Background: an optimization exercise with open tools, aiming at small area, a short achievable clock period and few clock cycles per item. Do not read the settings as production practice.
Only simulation tests tie the RTL to the original design; equivalence was not proved.

==> flow/design.v <==
module FA(input a, input b, input c, output s, output co);
    assign s = a ^ b ^ c;
    assign co = (a & b) | (c & (a ^ b));
endmodule
module Fibonacci(
    input CLK,
    input RST,
    input [31:0] INP, input IE,
    output [31:0] OUT, output OE);
    reg [31:0] v;
    reg [15:0] nu;       
    reg [15:0] pre;      
    reg [0:0] cb;        
    reg [26:0] cnt;      
    reg [1:0] act;       
    reg oe;              
    wire idle = ~act[1];
    assign OUT = v;
    assign OE = oe;
    wire go = IE & idle;
    wire [4:0] r = INP[4:0];
    wire [26:0] nit = INP[31:5];
    reg [31:0] p_v;
    reg [15:0] p_nu;
    reg [0:0] p_cb;
    reg [15:0] p_pre;
    always @* begin
        case (r)
        5'd0: begin p_v = 32'hffde0000; p_nu = 16'h3d04; p_cb = 1'h0; p_pre = 16'hfe9f; end
        5'd1: begin p_v = 32'h00140001; p_nu = 16'h7522; p_cb = 1'h0; p_pre = 16'h8a55; end
        5'd2: begin p_v = 32'hfff30001; p_nu = 16'hb227; p_cb = 1'h0; p_pre = 16'h34f4; end
        5'd3: begin p_v = 32'h00070002; p_nu = 16'h274a; p_cb = 1'h0; p_pre = 16'hbe08; end
        5'd4: begin p_v = 32'hfffb0003; p_nu = 16'hd972; p_cb = 1'h0; p_pre = 16'h9efc; end
        5'd5: begin p_v = 32'h00020005; p_nu = 16'hbd; p_cb = 1'h0; p_pre = 16'h5bc3; end
        5'd6: begin p_v = 32'hfffe0008; p_nu = 16'hda30; p_cb = 1'h0; p_pre = 16'ha6bf; end
        5'd7: begin p_v = 32'h0001000d; p_nu = 16'hdaee; p_cb = 1'h0; p_pre = 16'hae82; end
        5'd8: begin p_v = 32'hffff0015; p_nu = 16'hb51f; p_cb = 1'h0; p_pre = 16'h5400; end
        5'd9: begin p_v = 32'h00000022; p_nu = 16'h900e; p_cb = 1'h0; p_pre = 16'h141; end
        5'd10: begin p_v = 32'hffff0037; p_nu = 16'h452e; p_cb = 1'h0; p_pre = 16'h5400; end
        5'd11: begin p_v = 32'h00000059; p_nu = 16'hd53d; p_cb = 1'h0; p_pre = 16'h141; end
        5'd12: begin p_v = 32'hffff0090; p_nu = 16'h1a6c; p_cb = 1'h0; p_pre = 16'h5400; end
        5'd13: begin p_v = 32'h000000e9; p_nu = 16'hefaa; p_cb = 1'h0; p_pre = 16'h141; end
        5'd14: begin p_v = 32'hffff0179; p_nu = 16'ha17; p_cb = 1'h0; p_pre = 16'h5400; end
        5'd15: begin p_v = 32'h00000262; p_nu = 16'hf9c2; p_cb = 1'h0; p_pre = 16'h141; end
        5'd16: begin p_v = 32'hffff03db; p_nu = 16'h3da; p_cb = 1'h0; p_pre = 16'h5400; end
        5'd17: begin p_v = 32'h0000063d; p_nu = 16'hfd9d; p_cb = 1'h0; p_pre = 16'h141; end
        5'd18: begin p_v = 32'hffff0a18; p_nu = 16'h178; p_cb = 1'h0; p_pre = 16'h5400; end
        5'd19: begin p_v = 32'h00001055; p_nu = 16'hff16; p_cb = 1'h0; p_pre = 16'h141; end
        5'd20: begin p_v = 32'hffff1a6d; p_nu = 16'h8f; p_cb = 1'h0; p_pre = 16'h5400; end
        5'd21: begin p_v = 32'h00002ac2; p_nu = 16'hffa6; p_cb = 1'h0; p_pre = 16'h141; end
        5'd22: begin p_v = 32'hffff452f; p_nu = 16'h36; p_cb = 1'h0; p_pre = 16'h5400; end
        5'd23: begin p_v = 32'h00006ff1; p_nu = 16'hffdd; p_cb = 1'h0; p_pre = 16'h141; end
        5'd24: begin p_v = 32'hffffb520; p_nu = 16'h14; p_cb = 1'h0; p_pre = 16'h5400; end
        5'd25: begin p_v = 32'h00002511; p_nu = 16'hfff2; p_cb = 1'h0; p_pre = 16'h142; end
        5'd26: begin p_v = 32'hffffda31; p_nu = 16'h7; p_cb = 1'h0; p_pre = 16'h5401; end
        5'd27: begin p_v = 32'h0000ff42; p_nu = 16'hfffa; p_cb = 1'h0; p_pre = 16'h143; end
        5'd28: begin p_v = 32'hffffd973; p_nu = 16'h2; p_cb = 1'h0; p_pre = 16'h5404; end
        5'd29: begin p_v = 32'h0000d8b5; p_nu = 16'hfffd; p_cb = 1'h0; p_pre = 16'h148; end
        5'd30: begin p_v = 32'hffffb228; p_nu = 16'h0; p_cb = 1'h0; p_pre = 16'h540c; end
        5'd31: begin p_v = 32'h00008add; p_nu = 16'hfffe; p_cb = 1'h0; p_pre = 16'h155; end
        endcase
    end
    wire sl1 = ~v[14] ^ ~v[8];
    wire cl1 = ~v[14] & ~v[8];
    wire sl2, cl2;
    FA fl2(.a(~v[15]), .b(~v[9]), .c(~v[7]), .s(sl2), .co(cl2));
    wire sl3 = ~~v[8];
    wire cl3 = ~v[8];
    wire sl4 = ~v[9] ^ ~v[3];
    wire cl4 = ~v[9] & ~v[3];
    wire sl5, cl5;
    FA fl5(.a(~v[10]), .b(~v[4]), .c(~v[2]), .s(sl5), .co(cl5));
    wire sl6, cl6;
    FA fl6(.a(~v[11]), .b(~v[5]), .c(~v[3]), .s(sl6), .co(cl6));
    wire sl7, cl7;
    FA fl7(.a(~v[12]), .b(~v[6]), .c(~v[4]), .s(sl7), .co(cl7));
    wire sl8 = v[2] ^ v[0];
    wire cl8 = v[2] & v[0];
    wire sl9, cl9;
    FA fl9(.a(~v[13]), .b(~v[7]), .c(~v[5]), .s(sl9), .co(cl9));
    wire sl10, cl10;
    FA fl10(.a(v[3]), .b(v[1]), .c(nu[13]), .s(sl10), .co(cl10));
    wire sl11, cl11;
    FA fl11(.a(~v[6]), .b(v[4]), .c(v[2]), .s(sl11), .co(cl11));
    wire sl12, cl12;
    FA fl12(.a(v[0]), .b(nu[14]), .c(sl1), .s(sl12), .co(cl12));
    wire sl13, cl13;
    FA fl13(.a(v[5]), .b(v[3]), .c(v[1]), .s(sl13), .co(cl13));
    wire sl14, cl14;
    FA fl14(.a(nu[15]), .b(cl1), .c(sl2), .s(sl14), .co(cl14));
    wire sl15 = ~~v[6];
    wire cl15 = ~v[6];
    wire sl16 = ~v[7] ^ ~v[1];
    wire cl16 = ~v[7] & ~v[1];
    wire sl17, cl17;
    FA fl17(.a(~v[2]), .b(~v[0]), .c(nu[8]), .s(sl17), .co(cl17));
    wire sl18, cl18;
    FA fl18(.a(~v[1]), .b(nu[9]), .c(cl3), .s(sl18), .co(cl18));
    wire sl19, cl19;
    FA fl19(.a(v[0]), .b(nu[10]), .c(cl4), .s(sl19), .co(cl19));
    wire sl20, cl20;
    FA fl20(.a(v[1]), .b(nu[11]), .c(cl5), .s(sl20), .co(cl20));
    wire sl21, cl21;
    FA fl21(.a(nu[12]), .b(sl8), .c(cl6), .s(sl21), .co(cl21));
    wire sl22, cl22;
    FA fl22(.a(cl8), .b(cl7), .c(sl9), .s(sl22), .co(cl22));
    wire sl23, cl23;
    FA fl23(.a(cl9), .b(cl10), .c(sl11), .s(sl23), .co(cl23));
    wire sl24, cl24;
    FA fl24(.a(cl11), .b(sl13), .c(cl12), .s(sl24), .co(cl24));
    wire sl25 = ~~v[1];
    wire cl25 = ~v[1];
    wire sl26 = ~v[2] ^ nu[2];
    wire cl26 = ~v[2] & nu[2];
    wire sl27 = ~v[3] ^ nu[3];
    wire cl27 = ~v[3] & nu[3];
    wire sl28 = ~v[4] ^ nu[4];
    wire cl28 = ~v[4] & nu[4];
    wire sl29 = ~v[5] ^ nu[5];
    wire cl29 = ~v[5] & nu[5];
    wire sl30, cl30;
    FA fl30(.a(~v[0]), .b(nu[6]), .c(sl15), .s(sl30), .co(cl30));
    wire sl31, cl31;
    FA fl31(.a(nu[7]), .b(cl15), .c(sl16), .s(sl31), .co(cl31));
    wire sl32, cl32;
    FA fl32(.a(cl16), .b(sl3), .c(sl17), .s(sl32), .co(cl32));
    wire sl33, cl33;
    FA fl33(.a(sl4), .b(cl17), .c(sl18), .s(sl33), .co(cl33));
    wire sl34, cl34;
    FA fl34(.a(sl5), .b(cl18), .c(sl19), .s(sl34), .co(cl34));
    wire sl35, cl35;
    FA fl35(.a(sl6), .b(cl19), .c(sl20), .s(sl35), .co(cl35));
    wire sl36, cl36;
    FA fl36(.a(sl7), .b(cl20), .c(sl21), .s(sl36), .co(cl36));
    wire sl37, cl37;
    FA fl37(.a(sl10), .b(cl21), .c(sl22), .s(sl37), .co(cl37));
    wire sl38, cl38;
    FA fl38(.a(sl12), .b(cl22), .c(sl23), .s(sl38), .co(cl38));
    wire sl39, cl39;
    FA fl39(.a(cl23), .b(sl14), .c(sl24), .s(sl39), .co(cl39));
    wire [15:0] ra_l = {cl38, cl37, cl36, cl35, cl34, cl33, cl32, cl31, cl30, cl29, cl28, cl27, cl26, cl25, sl25, ~v[0]};
    wire [15:0] rb_l = {sl39, sl38, sl37, sl36, sl35, sl34, sl33, sl32, sl31, sl30, sl29, sl28, sl27, sl26, nu[1], nu[0]};
    wire [16:0] sum_l = ra_l + rb_l;
    wire sh1 = ~v[30] ^ ~v[24];
    wire ch1 = ~v[30] & ~v[24];
    wire sh2, ch2;
    FA fh2(.a(~v[31]), .b(~v[25]), .c(~v[23]), .s(sh2), .co(ch2));
    wire sh3 = ~v[26] ^ ~v[20];
    wire ch3 = ~v[26] & ~v[20];
    wire sh4, ch4;
    FA fh4(.a(~v[27]), .b(~v[21]), .c(~v[19]), .s(sh4), .co(ch4));
    wire sh5, ch5;
    FA fh5(.a(~v[28]), .b(~v[22]), .c(~v[20]), .s(sh5), .co(ch5));
    wire sh6 = v[18] ^ v[16];
    wire ch6 = v[18] & v[16];
    wire sh7, ch7;
    FA fh7(.a(~v[29]), .b(~v[23]), .c(~v[21]), .s(sh7), .co(ch7));
    wire sh8, ch8;
    FA fh8(.a(v[19]), .b(v[17]), .c(pre[13]), .s(sh8), .co(ch8));
    wire sh9, ch9;
    FA fh9(.a(~v[22]), .b(v[20]), .c(v[18]), .s(sh9), .co(ch9));
    wire sh10, ch10;
    FA fh10(.a(v[16]), .b(pre[14]), .c(sh1), .s(sh10), .co(ch10));
    wire sh11, ch11;
    FA fh11(.a(v[21]), .b(v[19]), .c(v[17]), .s(sh11), .co(ch11));
    wire sh12, ch12;
    FA fh12(.a(pre[15]), .b(ch1), .c(sh2), .s(sh12), .co(ch12));
    wire sh13 = ~v[24] ^ ~v[18];
    wire ch13 = ~v[24] & ~v[18];
    wire sh14, ch14;
    FA fh14(.a(~v[25]), .b(~v[19]), .c(~v[17]), .s(sh14), .co(ch14));
    wire sh15, ch15;
    FA fh15(.a(~v[18]), .b(v[16]), .c(pre[10]), .s(sh15), .co(ch15));
    wire sh16, ch16;
    FA fh16(.a(v[17]), .b(pre[11]), .c(ch3), .s(sh16), .co(ch16));
    wire sh17, ch17;
    FA fh17(.a(pre[12]), .b(sh6), .c(ch4), .s(sh17), .co(ch17));
    wire sh18, ch18;
    FA fh18(.a(ch6), .b(ch5), .c(sh7), .s(sh18), .co(ch18));
    wire sh19, ch19;
    FA fh19(.a(ch7), .b(ch8), .c(sh9), .s(sh19), .co(ch19));
    wire sh20, ch20;
    FA fh20(.a(ch9), .b(sh11), .c(ch10), .s(sh20), .co(ch20));
    wire sh21 = ~v[16] ^ pre[0];
    wire ch21 = ~v[16] & pre[0];
    wire sh22 = ~v[17] ^ pre[1];
    wire ch22 = ~v[17] & pre[1];
    wire sh23 = ~v[18] ^ pre[2];
    wire ch23 = ~v[18] & pre[2];
    wire sh24 = ~v[19] ^ pre[3];
    wire ch24 = ~v[19] & pre[3];
    wire sh25 = ~v[20] ^ pre[4];
    wire ch25 = ~v[20] & pre[4];
    wire sh26 = ~v[21] ^ pre[5];
    wire ch26 = ~v[21] & pre[5];
    wire sh27, ch27;
    FA fh27(.a(~v[22]), .b(~v[16]), .c(pre[6]), .s(sh27), .co(ch27));
    wire sh28, ch28;
    FA fh28(.a(~v[23]), .b(~v[17]), .c(pre[7]), .s(sh28), .co(ch28));
    wire sh29, ch29;
    FA fh29(.a(~v[16]), .b(pre[8]), .c(sh13), .s(sh29), .co(ch29));
    wire sh30, ch30;
    FA fh30(.a(pre[9]), .b(ch13), .c(sh14), .s(sh30), .co(ch30));
    wire sh31, ch31;
    FA fh31(.a(sh3), .b(ch14), .c(sh15), .s(sh31), .co(ch31));
    wire sh32, ch32;
    FA fh32(.a(ch15), .b(sh4), .c(sh16), .s(sh32), .co(ch32));
    wire sh33, ch33;
    FA fh33(.a(sh5), .b(ch16), .c(sh17), .s(sh33), .co(ch33));
    wire sh34, ch34;
    FA fh34(.a(sh8), .b(ch17), .c(sh18), .s(sh34), .co(ch34));
    wire sh35, ch35;
    FA fh35(.a(sh10), .b(ch18), .c(sh19), .s(sh35), .co(ch35));
    wire sh36, ch36;
    FA fh36(.a(ch19), .b(sh12), .c(sh20), .s(sh36), .co(ch36));
    wire [15:0] ra_h = {ch35, ch34, ch33, ch32, ch31, ch30, ch29, ch28, ch27, ch26, ch25, ch24, ch23, ch22, ch21, sh21};
    wire [15:0] rb_h = {sh36, sh35, sh34, sh33, sh32, sh31, sh30, sh29, sh28, sh27, sh26, sh25, sh24, sh23, sh22, cb[0]};
    wire [15:0] sum_h = ra_h + rb_h;
    wire sp1, cp1;
    FA fp1(.a(~v[10]), .b(~v[8]), .c(v[6]), .s(sp1), .co(cp1));
    wire sp2, cp2;
    FA fp2(.a(v[4]), .b(v[2]), .c(~v[16]), .s(sp2), .co(cp2));
    wire sp3 = cl13 ^ cl2;
    wire cp3 = cl13 & cl2;
    wire sp4, cp4;
    FA fp4(.a(~v[11]), .b(~v[9]), .c(v[7]), .s(sp4), .co(cp4));
    wire sp5, cp5;
    FA fp5(.a(v[5]), .b(v[3]), .c(v[0]), .s(sp5), .co(cp5));
    wire sp6, cp6;
    FA fp6(.a(~v[12]), .b(~v[10]), .c(v[8]), .s(sp6), .co(cp6));
    wire sp7 = v[6] ^ v[4];
    wire cp7 = v[6] & v[4];
    wire sp8, cp8;
    FA fp8(.a(~v[13]), .b(~v[11]), .c(v[9]), .s(sp8), .co(cp8));
    wire sp9, cp9;
    FA fp9(.a(v[7]), .b(v[5]), .c(v[2]), .s(sp9), .co(cp9));
    wire sp10, cp10;
    FA fp10(.a(~v[14]), .b(~v[12]), .c(v[10]), .s(sp10), .co(cp10));
    wire sp11, cp11;
    FA fp11(.a(v[8]), .b(v[6]), .c(v[3]), .s(sp11), .co(cp11));
    wire sp12, cp12;
    FA fp12(.a(~v[15]), .b(~v[13]), .c(v[11]), .s(sp12), .co(cp12));
    wire sp13, cp13;
    FA fp13(.a(v[9]), .b(v[7]), .c(v[4]), .s(sp13), .co(cp13));
    wire sp14, cp14;
    FA fp14(.a(~v[14]), .b(v[12]), .c(v[10]), .s(sp14), .co(cp14));
    wire sp15, cp15;
    FA fp15(.a(v[8]), .b(v[5]), .c(v[3]), .s(sp15), .co(cp15));
    wire sp16, cp16;
    FA fp16(.a(~v[15]), .b(v[13]), .c(v[11]), .s(sp16), .co(cp16));
    wire sp17, cp17;
    FA fp17(.a(v[9]), .b(v[6]), .c(v[4]), .s(sp17), .co(cp17));
    wire sp18, cp18;
    FA fp18(.a(v[14]), .b(v[12]), .c(v[10]), .s(sp18), .co(cp18));
    wire sp19 = v[7] ^ v[5];
    wire cp19 = v[7] & v[5];
    wire sp20, cp20;
    FA fp20(.a(v[15]), .b(v[13]), .c(v[11]), .s(sp20), .co(cp20));
    wire sp21 = v[8] ^ v[6];
    wire cp21 = v[8] & v[6];
    wire sp22, cp22;
    FA fp22(.a(v[14]), .b(v[12]), .c(v[9]), .s(sp22), .co(cp22));
    wire sp23 = v[15] ^ v[13];
    wire cp23 = v[15] & v[13];
    wire sp24, cp24;
    FA fp24(.a(sp2), .b(sp1), .c(sp3), .s(sp24), .co(cp24));
    wire sp25, cp25;
    FA fp25(.a(~v[17]), .b(cp2), .c(cp1), .s(sp25), .co(cp25));
    wire sp26 = sp4 ^ sp5;
    wire cp26 = sp4 & sp5;
    wire sp27, cp27;
    FA fp27(.a(v[1]), .b(~v[18]), .c(sp7), .s(sp27), .co(cp27));
    wire sp28, cp28;
    FA fp28(.a(cp4), .b(cp5), .c(sp6), .s(sp28), .co(cp28));
    wire sp29, cp29;
    FA fp29(.a(v[0]), .b(~v[19]), .c(cp7), .s(sp29), .co(cp29));
    wire sp30, cp30;
    FA fp30(.a(cp6), .b(sp8), .c(sp9), .s(sp30), .co(cp30));
    wire sp31, cp31;
    FA fp31(.a(v[1]), .b(~v[20]), .c(cp8), .s(sp31), .co(cp31));
    wire sp32, cp32;
    FA fp32(.a(cp9), .b(sp10), .c(sp11), .s(sp32), .co(cp32));
    wire sp33, cp33;
    FA fp33(.a(v[2]), .b(~v[21]), .c(cp10), .s(sp33), .co(cp33));
    wire sp34, cp34;
    FA fp34(.a(cp11), .b(sp12), .c(sp13), .s(sp34), .co(cp34));
    wire sp35, cp35;
    FA fp35(.a(v[0]), .b(~v[22]), .c(cp12), .s(sp35), .co(cp35));
    wire sp36, cp36;
    FA fp36(.a(cp13), .b(sp14), .c(sp15), .s(sp36), .co(cp36));
    wire sp37, cp37;
    FA fp37(.a(v[1]), .b(~v[23]), .c(cp14), .s(sp37), .co(cp37));
    wire sp38, cp38;
    FA fp38(.a(cp15), .b(sp16), .c(sp17), .s(sp38), .co(cp38));
    wire sp39, cp39;
    FA fp39(.a(v[2]), .b(~v[24]), .c(sp19), .s(sp39), .co(cp39));
    wire sp40, cp40;
    FA fp40(.a(cp16), .b(cp17), .c(sp18), .s(sp40), .co(cp40));
    wire sp41, cp41;
    FA fp41(.a(v[3]), .b(~v[25]), .c(cp19), .s(sp41), .co(cp41));
    wire sp42, cp42;
    FA fp42(.a(sp21), .b(cp18), .c(sp20), .s(sp42), .co(cp42));
    wire sp43, cp43;
    FA fp43(.a(v[7]), .b(v[4]), .c(~v[26]), .s(sp43), .co(cp43));
    wire sp44, cp44;
    FA fp44(.a(cp21), .b(cp20), .c(sp22), .s(sp44), .co(cp44));
    wire sp45, cp45;
    FA fp45(.a(v[10]), .b(v[8]), .c(v[5]), .s(sp45), .co(cp45));
    wire sp46, cp46;
    FA fp46(.a(~v[27]), .b(sp23), .c(cp22), .s(sp46), .co(cp46));
    wire sp47, cp47;
    FA fp47(.a(v[14]), .b(v[11]), .c(v[9]), .s(sp47), .co(cp47));
    wire sp48, cp48;
    FA fp48(.a(v[6]), .b(~v[28]), .c(cp23), .s(sp48), .co(cp48));
    wire sp49, cp49;
    FA fp49(.a(v[15]), .b(v[12]), .c(v[10]), .s(sp49), .co(cp49));
    wire sp50 = v[7] ^ ~v[29];
    wire cp50 = v[7] & ~v[29];
    wire sp51, cp51;
    FA fp51(.a(v[13]), .b(v[11]), .c(v[8]), .s(sp51), .co(cp51));
    wire sp52 = v[14] ^ v[12];
    wire cp52 = v[14] & v[12];
    wire sp53 = cl14 ^ cl24;
    wire cp53 = cl14 & cl24;
    wire sp54, cp54;
    FA fp54(.a(cp3), .b(sp26), .c(sp25), .s(sp54), .co(cp54));
    wire sp55, cp55;
    FA fp55(.a(cp26), .b(sp27), .c(cp25), .s(sp55), .co(cp55));
    wire sp56, cp56;
    FA fp56(.a(cp27), .b(sp29), .c(cp28), .s(sp56), .co(cp56));
    wire sp57, cp57;
    FA fp57(.a(cp29), .b(cp30), .c(sp31), .s(sp57), .co(cp57));
    wire sp58, cp58;
    FA fp58(.a(cp31), .b(cp32), .c(sp33), .s(sp58), .co(cp58));
    wire sp59, cp59;
    FA fp59(.a(cp33), .b(cp34), .c(sp35), .s(sp59), .co(cp59));
    wire sp60, cp60;
    FA fp60(.a(cp35), .b(cp36), .c(sp37), .s(sp60), .co(cp60));
    wire sp61, cp61;
    FA fp61(.a(sp39), .b(cp37), .c(cp38), .s(sp61), .co(cp61));
    wire sp62, cp62;
    FA fp62(.a(cp39), .b(sp41), .c(cp40), .s(sp62), .co(cp62));
    wire sp63, cp63;
    FA fp63(.a(sp43), .b(cp41), .c(cp42), .s(sp63), .co(cp63));
    wire sp64, cp64;
    FA fp64(.a(cp43), .b(sp45), .c(cp44), .s(sp64), .co(cp64));
    wire sp65, cp65;
    FA fp65(.a(cp45), .b(sp47), .c(sp48), .s(sp65), .co(cp65));
    wire sp66, cp66;
    FA fp66(.a(sp50), .b(cp47), .c(sp49), .s(sp66), .co(cp66));
    wire sp67, cp67;
    FA fp67(.a(~v[30]), .b(cp50), .c(cp49), .s(sp67), .co(cp67));
    wire sp68, cp68;
    FA fp68(.a(v[9]), .b(~v[31]), .c(sp52), .s(sp68), .co(cp68));
    wire sp69 = sp24 ^ sp53;
    wire cp69 = sp24 & sp53;
    wire sp70, cp70;
    FA fp70(.a(cp24), .b(cp53), .c(sp54), .s(sp70), .co(cp70));
    wire sp71, cp71;
    FA fp71(.a(sp28), .b(cp54), .c(sp55), .s(sp71), .co(cp71));
    wire sp72, cp72;
    FA fp72(.a(sp30), .b(cp55), .c(sp56), .s(sp72), .co(cp72));
    wire sp73, cp73;
    FA fp73(.a(sp32), .b(cp56), .c(sp57), .s(sp73), .co(cp73));
    wire sp74, cp74;
    FA fp74(.a(sp34), .b(cp57), .c(sp58), .s(sp74), .co(cp74));
    wire sp75, cp75;
    FA fp75(.a(sp36), .b(cp58), .c(sp59), .s(sp75), .co(cp75));
    wire sp76, cp76;
    FA fp76(.a(sp38), .b(cp59), .c(sp60), .s(sp76), .co(cp76));
    wire sp77, cp77;
    FA fp77(.a(sp40), .b(cp60), .c(sp61), .s(sp77), .co(cp77));
    wire sp78, cp78;
    FA fp78(.a(sp42), .b(cp61), .c(sp62), .s(sp78), .co(cp78));
    wire sp79, cp79;
    FA fp79(.a(sp44), .b(cp62), .c(sp63), .s(sp79), .co(cp79));
    wire sp80, cp80;
    FA fp80(.a(sp46), .b(cp63), .c(sp64), .s(sp80), .co(cp80));
    wire sp81, cp81;
    FA fp81(.a(cp46), .b(sp65), .c(cp64), .s(sp81), .co(cp81));
    wire sp82, cp82;
    FA fp82(.a(cp48), .b(sp66), .c(cp65), .s(sp82), .co(cp82));
    wire sp83, cp83;
    FA fp83(.a(sp51), .b(cp66), .c(sp67), .s(sp83), .co(cp83));
    wire sp84, cp84;
    FA fp84(.a(cp51), .b(sp68), .c(cp67), .s(sp84), .co(cp84));
    wire [15:0] ra_p = {cp83, cp82, cp81, cp80, cp79, cp78, cp77, cp76, cp75, cp74, cp73, cp72, cp71, cp70, cp69, sp69};
    wire [15:0] rb_p = {sp84, sp83, sp82, sp81, sp80, sp79, sp78, sp77, sp76, sp75, sp74, sp73, sp72, sp71, sp70, cl39};
    wire [15:0] sum_p = ra_p + rb_p;
    always @(posedge CLK) begin
        if (go) v[15:0] <= p_v[15:0];
        else if (act[0]) v[15:0] <= sum_l[15:0];
        if (go) v[31:16] <= p_v[31:16];
        else if (act[1]) v[31:16] <= sum_h;
        nu <= idle ? p_nu : ~v[15:0];
        cb <= idle ? p_cb : sum_l[16];
        pre <= idle ? p_pre : sum_p;
        cnt <= idle ? nit : cnt - 1'b1;
        if (RST) begin
            act <= 0;
            oe <= 1'b1;
        end else if (go) begin
            act <= {1'b1, |nit};
            oe <= 1'b0;
        end else begin
            act <= {act[0], act[0] & (cnt != 27'd1)};
            oe <= ~act[0];
        end
    end
endmodule
==> flow/flow/run.sh <==
#!/bin/bash
# The standard layout (the standard.sh: ORFS synthesis to finish), with
# the port buffers made of sky130_fd_sc_hd__buf_2 cells instead of the cell buffer_ports picks
# by default (a slow delay buffer). Make's output goes to flow.log here.
set -euo pipefail
bash standard.sh "BUFFER_PORTS_ARGS=-buffer_cell sky130_fd_sc_hd__buf_2" finish > flow.log 2>&1
==> flow/standard.sh <==
#!/bin/bash
# synth_recipe.tcl (not shown) runs the flow's synth.tcl, then flattens the netlist and writes it again
# the make line also repeats each setting of config.mk as NAME=value (left out here)
make -C /OpenROAD-flow-scripts/flow DESIGN_CONFIG=/design/flow/config.mk WORK_HOME=/design/flow/orfs CLKGATE_MAP_FILE= SYNTH_SCRIPT=/design/flow/synth_recipe.tcl "${@:-finish}"
==> flow/config.mk <==
export PLATFORM = sky130hd
export DESIGN_NAME = Fibonacci
export DESIGN_NICKNAME = Fibonacci
export VERILOG_FILES = /design/flow/design.v
export SDC_FILE = /design/flow/constraint.sdc
export NUM_CORES = 4
export LEC_CHECK = 0
export ABC_CLOCK_PERIOD_IN_PS = 3000
export CAP_MARGIN = 20
export CORE_MARGIN = 2
export CORE_UTILIZATION = 40
export CTS_BUF_LIST = sky130_fd_sc_hd__clkbuf_8 sky130_fd_sc_hd__clkbuf_4
export SETUP_SLACK_MARGIN = 0.3
export SLEW_MARGIN = 20
export SYNTH_HIERARCHICAL = 1
==> flow/constraint.sdc <==
create_clock -name core_clock -period 4.0 [get_ports {CLK}]
set_input_delay 0.8000 -clock core_clock [delete_from_list [all_inputs] [get_ports {CLK}]]
set_output_delay 0.8000 -clock core_clock [all_outputs]
set_load 0.01 [all_outputs]
==> results.toml <==
[setup_path]
rr_endpoint = "pre[10]"
reg2reg_from = "v[8]"
slowest_stage = "fa_1"
crit_chain = "inv_2 -> buf_12 -> fa_2 -> fa_1 -> fa_1 -> fa_2 -> fa_2 -> a211oi_4 -> o21ai_2 -> a21boi_2 -> o31ai_2 -> xor2_1 -> a22o_1"
critPathLaunchType = "flop"
cp_common_cell = "fa_2"
cp_max_fo = 3
critical-path-top-delay-family = "adder cells"
r2r_cells = 13
critPathMaxStageDelay_ns = 0.51
crit_buf_inv = 2
critical_path_class = "reg -> reg"
crit_start = "v[8]"
arrival_ns = 4.24
ff2ff_setup_slack_ns = 0.05
required_ns = 4.29
cp-end-kind = "flop"

[place]
portBuffers = 67
hpwl_um = 24820
routabilityCongestion = 0.9787

[die]
start_util = 0.4102
io_pins = 68
die_h_um = 165.2
dieArea_um2 = 27280
core_area_um2 = 25330
row_count = 58
die_w_um = 165.2

[clock_tree]
numCtsBuffers = 9
clock_path_buffers = 2
postCtsHoldBufs = 0
cts-root-buf = "clkbuf_8"
clk_latency_ns = 0.39
h-tree-depth = 3
cts.sinks = 95
cts_tree = "done"
path_clk_slew_ns = 0.11

[routing]
viasPerCell = 5.626
ant_nets = 0
drt_iter0_drc = 648
post_drt_wl_per_cell_um = 20.11
drc = 0
drtPass1Iterations = 5
routed_wl_um = 31150
vias = 8714

[yosys]
postSynthCellCount = 1081
avgSynthCellArea_um2 = 9.611
synth_nets = 1349
yosysSeqAreaShare = 0.2139
syn-cell-area_um2 = 10390
synth_edf_count = 32
synth-seq-cells = 95
yosys_warnings = 7
synth_top_area_frac = 0.2524
synth_flop_cell = "dfxtp_1"
yosysUniqueCellTypes = 69
synthTopCellsByArea = "fa_1, ha_1, dfxtp_1, edfxtp_1, a21oi_1"
yosys.area.top_type = "fa_1"
synthArstFlopShare = 0

[timing]
fin_skew_ns = 0.01589
rsz0062_at_grt = "true"
maxSlewViolCount = 0
timing.fmax_mhz = 253.3
finalSetupViolations = 0
fin_crit_sh = 0.9869
setup_tns_ns = 0
fin_crit_ns = 3.948
relSlewSlack = 0.3518
report.final.hold_viol_count = 0
tightest_slew_ns = 0.9687

[grt]
grtUsageTotal = 0.2367
grt_max_degree = 84
grt-ovfl-total = 0
grt_pass1_wl_um = 48940
antenna_found_initial = 0
grt_pass1_vias = 8434

[layout]
multi_input_area_um2 = 8205
final-seq-area_um2 = 2226
syn_to_final_growth_pct = 20.01
diodes = 0
nets = 1482
post-route-util = 0.4923
drive_gt1_frac = 0.2412
fill_cells = 2360

[run]
cap_viol_max_count = 0

[worst_hold_path]
hold_class = "reg -> reg"
min_path_cells = 2
min-delay-start = "cnt[6]"
min_to = "cnt[6]"

[outcome]
status = "timing/DRC/antenna clean"
[registers in the layout, indices dropped and copies added (netlist names)]
signal / count
v: 32
cnt: 27
nu: 16
pre: 16
act: 2
cb: 1
oe: 1
[worst reg2reg max path, cell delays in order, from the launching register on]
cell and delay (ns):
edfxtp_1 0.42, inv_2 0.08, buf_12 0.13, fa_2 0.35, fa_1 0.47, fa_1 0.51, fa_2 0.48, fa_2 0.39
a211oi_4 0.28, o21ai_2 0.11, a21boi_2 0.20, o31ai_2 0.10, xor2_1 0.14, a22o_1 0.18
[synthesized netlist by cell type, types with 4 or more instances]
master	instances
nand2b_1	8
a211o_1	7
fa_1	131
o21a_1	5
dfxtp_1	63
ha_1	102
nand3_1	15
or3_1	8
or2_2	5
clkbuf_1	38
o211ai_1	9
o21ai_0	74
a31oi_1	10
a21o_1	21
a21boi_0	4
a211oi_1	20
edfxtp_1	32
nor2_1	85
xor2_1	29
buf_1	5
a311oi_1	4
mux2i_1	16
o21bai_1	5
nand3b_1	5
nor2b_1	9
o31ai_1	8
nand2_1	73
nor4_1	9
o311ai_0	4
nand4_1	9
nor3_1	26
a21oi_1	106
inv_1	53
xnor2_1	30
[metrics by stage]
step	instance area, µm²	std cells	worst slack [ns]	hold slack [ns]
after global routing	12470	1549	-0.07845	0.5357
after floorplan	10470	1081	0.04763	0.4617
after global placement	11570	1497	0.06359	0.4827
after detailed placement	11570	1497	0.008117	0.4948
final	12470	1549	0.05244	0.5136
after CTS	12180	1534	0.07878	0.5096
[final cells by class]
type / count / share of cell area
Clock inverter: 5 / 0.005117
Clock buffer: 11 / 0.01164
Sequential cell: 95 / 0.1785
Multi-Input combinational cell: 885 / 0.6580
Tap cell: 330 / 0.03311
Inverter: 54 / 0.01656
Timing Repair Buffer: 169 / 0.09703
[Yosys stat by module (local to each module, per instance)]
| module | flops+latches | area, µm² | cells |
|---|---|---|---|
| Fibonacci | 95 | 7828 | 953 |
| FA | 0 | 20.02 | 1 |
[layer usage]
metal	up-vias	part of all wire	global-route usage
li1	4102	-	-
met3	25	0.069	0.03796
met1	4280	0.47	0.3539
met5	-	0	0
met4	0	0.010	0.03874
met2	307	0.45	0.3655
[logic make-up after synthesis]
group | Yosys count | share of synthesized area
compound gates | 301 | 0.1773
simple gates | 274 | 0.1280
fa+ha+maj | 233 | 0.3752
buf+inv | 101 | 0.03829
flops | 95 | 0.2139
xor+xnor | 59 | 0.04973
mux | 18 | 0.01758
[worst max-delay path by stage]
stage	endpoint	depth (start not counted)
2_1_floorplan	pre[10]	14
3_3_place_gp	pre[6]	9
3_5_place_dp	pre[13]	11
4_1_cts	pre[14]	12
5_1_grt	pre[10]	13
6_report	pre[10]	13
[timing repair]
item | in CTS | in global routing
resized for setup | 44 | 45
setup endpoints to repair | 14 | 19
endpoints found under the hold margin | 0 | 0
pin swaps | 32 | 39
setup buffers | 21 | 15
[cell usage in the layout, fill, tap and decap left out, types with 9 or more instances in the layout]
cell type | netlist | layout
inv_1 | 53 | 40
o211ai_1 | 9 | 9
ha_1 | 102 | 82
nand4_1 | 9 | 9
nand2_1 | 73 | 72
ha_4 | 0 | 16
fa_1 | 131 | 105
o21ai_0 | 74 | 60
buf_4 | 3 | 87
a211oi_1 | 20 | 19
a31oi_1 | 10 | 10
a21o_1 | 21 | 21
o21ai_1 | 1 | 9
nor4_1 | 9 | 9
xnor2_1 | 30 | 30
edfxtp_1 | 32 | 32
fa_2 | 0 | 26
nor2_1 | 85 | 84
mux2i_1 | 16 | 16
inv_2 | 0 | 12
a21oi_1 | 106 | 100
buf_2 | 0 | 67
clkbuf_8 | 0 | 10
nor3_1 | 26 | 23
xor2_1 | 29 | 29
dfxtp_1 | 63 | 62
nand3_1 | 15 | 15
buf_6 | 1 | 9
Testbench counts, summed over its fixed seeds: cycles 3,534, items 384.

==> re-timing with driven ports <==
Ports are ideal in the flow. The routed layout listed here was re-timed in OpenROAD. Step 1 assumes that a clkbuf_16 drives the clock port and a buf_2 every other input. Step 2 adds t to the input delays and takes it off the output delays; t is the mean of the earliest and latest rising clock arrival at the registers after step 1. Input paths then give back, and output paths get back, about the clock's delay inside the block. Three values: ideal ports, drivers, drivers and shift; two values: the first two.
t, ns: 0.426
setup slack, ns: 0.052 / 0.052 / 0.052
hold slack, ns: 0.514 / 0.514 / 0.514
After both steps setup and hold are still met in this run. For this run, drivers alone change the setup slack by 0.000 ns; drivers and shift together by 0.000 ns.
